This design comes from an exercise in tuning for small area and a short achievable clock period on the open sky130 flow, not from production work.
At most, simulation tests tie the RTL to the original design; equivalence was not proved.
No activity file was given, so power comes from the tool's default toggle rates.

Design pluto_spi_stepper, start of the top module:
module pluto_spi_stepper(clk, SCK, MOSI, MISO, SSEL, nRESET, out_en, LED, dout, din, step, dir, quadA, quadB, quadZ, up, down);
Settings: LEC_CHECK=0, CAP_MARGIN=20, CORE_MARGIN=2, CORE_UTILIZATION=40, SETUP_SLACK_MARGIN=5, SLEW_MARGIN=20; clock period 8.0 ns.
run.sh (not shown) runs the stock make flow with config.mk's settings and CLKGATE_MAP_FILE= SYNTH_SCRIPT=/design/flow/synth_recipe.tcl, a recipe that flattens the netlist after the stock synthesis.
Next try:
==> flow/flow/run.sh (new file) <==
#!/bin/bash
# Own layout flow: the standard ORFS flow (same synthesis script and
# register mapping), with
#  - an area-oriented ABC script for the gate mapping (flow/abc_area.script),
#  - plain buffers on the ports instead of the delay cells buffer_ports picks.
# Each tool's output goes to a log file in this folder.
set -euo pipefail
W=$PWD
MARGIN=${MARGIN:-5}
# synthesis script: the standard flow's, with abc given our own script
{
  echo "proc abc {args} { set i [lsearch \$args -script]; if {\$i >= 0} { lset args [expr {\$i+1}] $W/flow/abc_area.script }; yosys abc {*}\$args }"
  cat synth_recipe.tcl
} > my_synth.tcl
make -C "$FLOW_HOME" DESIGN_CONFIG=$W/config.mk WORK_HOME=$W/orfs CLKGATE_MAP_FILE= \
  SYNTH_SCRIPT=$W/my_synth.tcl CAP_MARGIN=20 CORE_MARGIN=2 CORE_UTILIZATION=40 SLEW_MARGIN=20 \
  SETUP_SLACK_MARGIN=$MARGIN "BUFFER_PORTS_ARGS=-buffer_cell sky130_fd_sc_hd__buf_2" \
  finish > make_finish.log 2>&1
R=$W/orfs/results/$FLOW_PLATFORM/pluto_spi_stepper/base
: # left out here: write the final layout as DEF
==> flow/flow/abc_area.script (new file) <==
strash
&get -n
&fraig -x
&put
scorr
dc2
strash
&get -n
&dch -f
&nf -R 20
&put
topo
dnsize -c
==> flow/standard.sh (new file) <==
#!/bin/bash
# synth_recipe.tcl (not shown) runs the flow's synth.tcl, then flattens the netlist and writes it again
# the make line also repeats each setting of config.mk as NAME=value (left out here)
make -C /OpenROAD-flow-scripts/flow DESIGN_CONFIG=/design/flow/config.mk WORK_HOME=/design/flow/orfs CLKGATE_MAP_FILE= SYNTH_SCRIPT=/design/flow/synth_recipe.tcl "${@:-finish}"
--- a/flow/config.mk
+++ b/flow/config.mk
@@ -11 +10,0 @@
-export SETUP_SLACK_MARGIN = 5
removed: flow/run.sh
Non-clock buffer count climbs by 4; clock power drops by roughly a tenth; setup slack got worse by 0.16 ns; synthesized cell count drops by roughly a tenth; fmax drops by a few percent; sequential power is about the same; cell count drops by roughly a tenth.
Function was not checked in any run of this note: the RTL went through the layout flow alone.

Setup of main:
pluto_spi_stepper, a different RTL version from the one above (not shown whole).
Size in the first run: roughly 1600 cells after synthesis, ~280 flip-flops, roughly 46 I/O pins, ~14000 µm² of cells after synthesis.
export LEC_CHECK = 0
export CAP_MARGIN = 20
export CORE_MARGIN = 2
export CORE_UTILIZATION = 40
export SLEW_MARGIN = 20
create_clock -name core_clock -period 8.0 [get_ports {clk}]
standard.sh (not shown) runs the stock make flow with config.mk's settings and CLKGATE_MAP_FILE= SYNTH_SCRIPT=/design/flow/synth_recipe.tcl, a recipe that flattens the netlist after the stock synthesis.
==> flow/flow/run.sh <==
#!/bin/bash
# Own layout flow: the standard ORFS flow (same synthesis script and
# register mapping), with
#  - an area-oriented ABC script for the gate mapping (flow/abc_area.script),
#  - plain buffers on the ports instead of the delay cells buffer_ports picks.
# Each tool's output goes to a log file in this folder.
set -euo pipefail
W=$PWD
MARGIN=5.2
# synthesis script: the standard flow's, with abc given our own script
{
  echo "proc abc {args} { set i [lsearch \$args -script]; if {\$i >= 0} { lset args [expr {\$i+1}] $W/flow/abc_area.script }; yosys abc {*}\$args }"
  cat synth_recipe.tcl
} > my_synth.tcl
make -C "$FLOW_HOME" DESIGN_CONFIG=$W/config.mk WORK_HOME=$W/orfs CLKGATE_MAP_FILE= \
  SYNTH_SCRIPT=$W/my_synth.tcl CAP_MARGIN=20 CORE_MARGIN=2 CORE_UTILIZATION=40 SLEW_MARGIN=20 \
  SETUP_SLACK_MARGIN=$MARGIN "BUFFER_PORTS_ARGS=-buffer_cell sky130_fd_sc_hd__buf_2" \
  finish > make_finish.log 2>&1
R=$W/orfs/results/$FLOW_PLATFORM/pluto_spi_stepper/base
: # left out here: write the final layout as DEF
==> flow/flow/abc_area.script <==
strash
&get -n
&fraig -x
&put
scorr
dc2
strash
&get -n
&dch -f
&nf -R 20
&put
topo
dnsize -c
In summary, main completed successfully, with a layout that passed the timing, design-rule and antenna checks.
### main -> the feature branch
diff --git a/flow/flow/run.sh b/flow/flow/run.sh
--- a/flow/flow/run.sh
+++ b/flow/flow/run.sh
@@ -16 +16 @@
-  SYNTH_SCRIPT=$W/my_synth.tcl CAP_MARGIN=20 CORE_MARGIN=2 CORE_UTILIZATION=40 SLEW_MARGIN=20 \
+  SYNTH_SCRIPT=$W/my_synth.tcl CAP_MARGIN=20 CORE_MARGIN=2 CORE_UTILIZATION=55 SLEW_MARGIN=20 \
Findings:
Taking main as the reference, in the feature branch internal power has decreased; critical path depth up 3.
Relative to main, the aggregate global-route resource usage of the feature branch is higher by 6.3 points.
Taking main as the reference, in the feature branch met3 track demand over resource in global routing shows an increase of 0.69 points, non-filler instance count after layout decreased 139, total sequential power about even, combinational power went down by about 3%.
The feature branch vs main: cell area after placement down slightly
The clock network power share of the feature branch is lower than that of main.
Re proportion of synthesized flip-flops having asynchronous set or reset: no difference whatsoever between the feature branch and main.
Looking at register-to-register slack, the feature branch sits 0.08 ns below main.

pluto_spi_stepper, a different RTL version from the one above (not shown whole).
Size: ~280 flip-flops, roughly 46 I/O pins, roughly 0.013 mm2 of cells after synthesis.
export LEC_CHECK = 0
export CAP_MARGIN = 20
export CORE_MARGIN = 2
export CORE_UTILIZATION = 40
export SLEW_MARGIN = 20
create_clock -name core_clock -period 8.0 [get_ports {clk}]
==> flow/flow/run.sh <==
#!/bin/bash
# Own layout flow: the standard ORFS flow (synth_recipe.tcl, the same
# yosys passes and flip-flop mapping, so the registers keep the standard
# synthesis's names and cell types), with these changes:
#  - ABC maps the gates with an area-oriented script (flow/abc_area.script)
#    instead of ORFS's speed script, and yosys's full/half-adder extraction
#    (ADDER_MAP_FILE) is left out so that ABC maps the adders as well;
#  - the port buffers are buf_2 cells rather than the delay cells
#    buffer_ports picks by default;
#  - the clock tree clusters up to 27 sinks per leaf buffer.
# Clock period, SDC, floorplan rules, power grid and the rest are the standard flow's.
# Each tool's output goes to a log file in this folder.
set -euo pipefail
W=$PWD
MARGIN=5.0
# synthesis script: the standard flow's own, with abc given our script
{
  echo "proc abc {args} { set i [lsearch \$args -script]; if {\$i >= 0} { lset args [expr {\$i+1}] $W/flow/abc_area.script }; yosys abc {*}\$args }"
  cat synth_recipe.tcl
} > my_synth.tcl
make -C "$FLOW_HOME" DESIGN_CONFIG=$W/config.mk WORK_HOME=$W/orfs CLKGATE_MAP_FILE= ADDER_MAP_FILE= \
  SYNTH_SCRIPT=$W/my_synth.tcl CAP_MARGIN=20 CORE_MARGIN=2 CORE_UTILIZATION=55 SLEW_MARGIN=20 \
  SETUP_SLACK_MARGIN=$MARGIN CTS_CLUSTER_SIZE=27 CTS_CLUSTER_DIAMETER=100 \
  "BUFFER_PORTS_ARGS=-buffer_cell sky130_fd_sc_hd__buf_2" \
  finish > make_finish.log 2>&1
R=$W/orfs/results/$FLOW_PLATFORM/pluto_spi_stepper/base
: # left out here: write the final layout as DEF
Scripts as last shown in full above: flow/flow/abc_area.script
Edit:
==> flow/flow/run.sh (replaced) <==
#!/bin/bash
# Own layout flow: the standard ORFS flow (same synthesis script and
# register mapping), with
#  - an area-oriented ABC script for the gate mapping (flow/abc_area.script),
#  - plain buffers on the ports instead of the delay cells buffer_ports picks.
# Each tool's output goes to a log file in this folder.
set -euo pipefail
W=$PWD
MARGIN=5.2
# synthesis script: the standard flow's, with abc given our own script
{
  echo "proc abc {args} { set i [lsearch \$args -script]; if {\$i >= 0} { lset args [expr {\$i+1}] $W/flow/abc_area.script }; yosys abc {*}\$args }"
  cat synth_recipe.tcl
} > my_synth.tcl
make -C "$FLOW_HOME" DESIGN_CONFIG=$W/config.mk WORK_HOME=$W/orfs CLKGATE_MAP_FILE= \
  SYNTH_SCRIPT=$W/my_synth.tcl CAP_MARGIN=20 CORE_MARGIN=2 CORE_UTILIZATION=65 SLEW_MARGIN=20 \
  SETUP_SLACK_MARGIN=$MARGIN CTS_CLUSTER_SIZE=27 CTS_CLUSTER_DIAMETER=100 "BUFFER_PORTS_ARGS=-buffer_cell sky130_fd_sc_hd__buf_2" \
  finish > make_finish.log 2>&1
R=$W/orfs/results/$FLOW_PLATFORM/pluto_spi_stepper/base
: # left out here: write the final layout as DEF
The changed run finished clean; wire length fell by a few percent; core utilization came out higher by 11 points; sequential power hardly moves; die area is lower by roughly a tenth; clock power came out lower by a few percent; clock skew is higher by 0.016 ns.
Edit:
--- a/flow/flow/run.sh
+++ b/flow/flow/run.sh
@@ -8,3 +8,3 @@
 W=$PWD
-MARGIN=5.2
+MARGIN=5.35
 # synthesis script: the standard flow's, with abc given our own script
@@ -15,3 +15,3 @@
 make -C "$FLOW_HOME" DESIGN_CONFIG=$W/config.mk WORK_HOME=$W/orfs CLKGATE_MAP_FILE= \
-  SYNTH_SCRIPT=$W/my_synth.tcl CAP_MARGIN=20 CORE_MARGIN=2 CORE_UTILIZATION=65 SLEW_MARGIN=20 \
+  SYNTH_SCRIPT=$W/my_synth.tcl CAP_MARGIN=20 CORE_MARGIN=2 CORE_UTILIZATION=55 SLEW_MARGIN=20 \
   SETUP_SLACK_MARGIN=$MARGIN CTS_CLUSTER_SIZE=27 CTS_CLUSTER_DIAMETER=100 "BUFFER_PORTS_ARGS=-buffer_cell sky130_fd_sc_hd__buf_2" \
The changed run produced a clean layout.
Cell count increases by a few percent.
Worst setup slack gets better by 0.051 ns.
Power climbs slightly.
Global-route usage came out lower by 2.4 points.
Edit:
--- a/flow/flow/run.sh
+++ b/flow/flow/run.sh
@@ -8,3 +8,3 @@
 W=$PWD
-MARGIN=5.35
+MARGIN=5.2
 # synthesis script: the standard flow's, with abc given our own script
@@ -14,3 +14,3 @@
 } > my_synth.tcl
-make -C "$FLOW_HOME" DESIGN_CONFIG=$W/config.mk WORK_HOME=$W/orfs CLKGATE_MAP_FILE= \
+make -C "$FLOW_HOME" DESIGN_CONFIG=$W/config.mk WORK_HOME=$W/orfs CLKGATE_MAP_FILE= ADDER_MAP_FILE= \
   SYNTH_SCRIPT=$W/my_synth.tcl CAP_MARGIN=20 CORE_MARGIN=2 CORE_UTILIZATION=55 SLEW_MARGIN=20 \
Outcome: The new run produced a clean layout. Via count falls by about 3.7%. Clock power hardly moves. Clock-buffer cell count is higher by 1. Design area drops by about 7.5%. Total power shrinks by 4.6%.
No run of this note included a check of the RTL's function; only the layout flow was run.

-- port drivers added, routing unchanged --
Ports are ideal in the flow. The routed layouts listed here were re-timed in OpenROAD.
Step 1: set_driving_cell puts a clkbuf_16 on clk and a buf_2 on each other input, an assumption about the parent block.
Step 2 moves the port delays by t, midway between the first and last clock arrival at a register: inputs arrive t later, outputs are due t later. That takes back most of the time a late clock gives input paths.
a / b / c = ideal / step 1 / step 2; a / b = the first two.
run | t, ns | setup slack, ns | clock arrival spread, ns | slew at the worst register clock pin (ns)
the first run of note 1 | 0.566 | 5.027 / 4.984 / 4.697 | 0.018 / 0.018 | 0.07 / 0.07
the second run of note 1 | 0.607 | 4.866 / 4.866 / 4.535 | 0.015 / 0.015 | 0.06 / 0.06
main | 0.555 | 5.304 / 5.308 / 4.779 | 0.017 / 0.016 | 0.06 / 0.06
the feature branch | 0.606 | 5.279 / 5.271 / 4.821 | 0.021 / 0.020 | 0.07 / 0.07
the first run of note 3 | 0.550 | 5.083 / 5.083 / 4.580 | 0.022 / 0.021 | 0.12 / 0.12
the second run of note 3 | 0.538 | 5.252 / 5.265 / 4.727 | 0.037 / 0.037 | 0.12 / 0.12
the third run of note 3 | 0.542 | 5.303 / 5.303 / 4.956 | 0.020 / 0.020 | 0.12 / 0.12
the fourth run of note 3 | 0.542 | 5.241 / 5.193 / 4.912 | 0.018 / 0.019 | 0.11 / 0.11
After both steps every run listed still meets setup and hold.
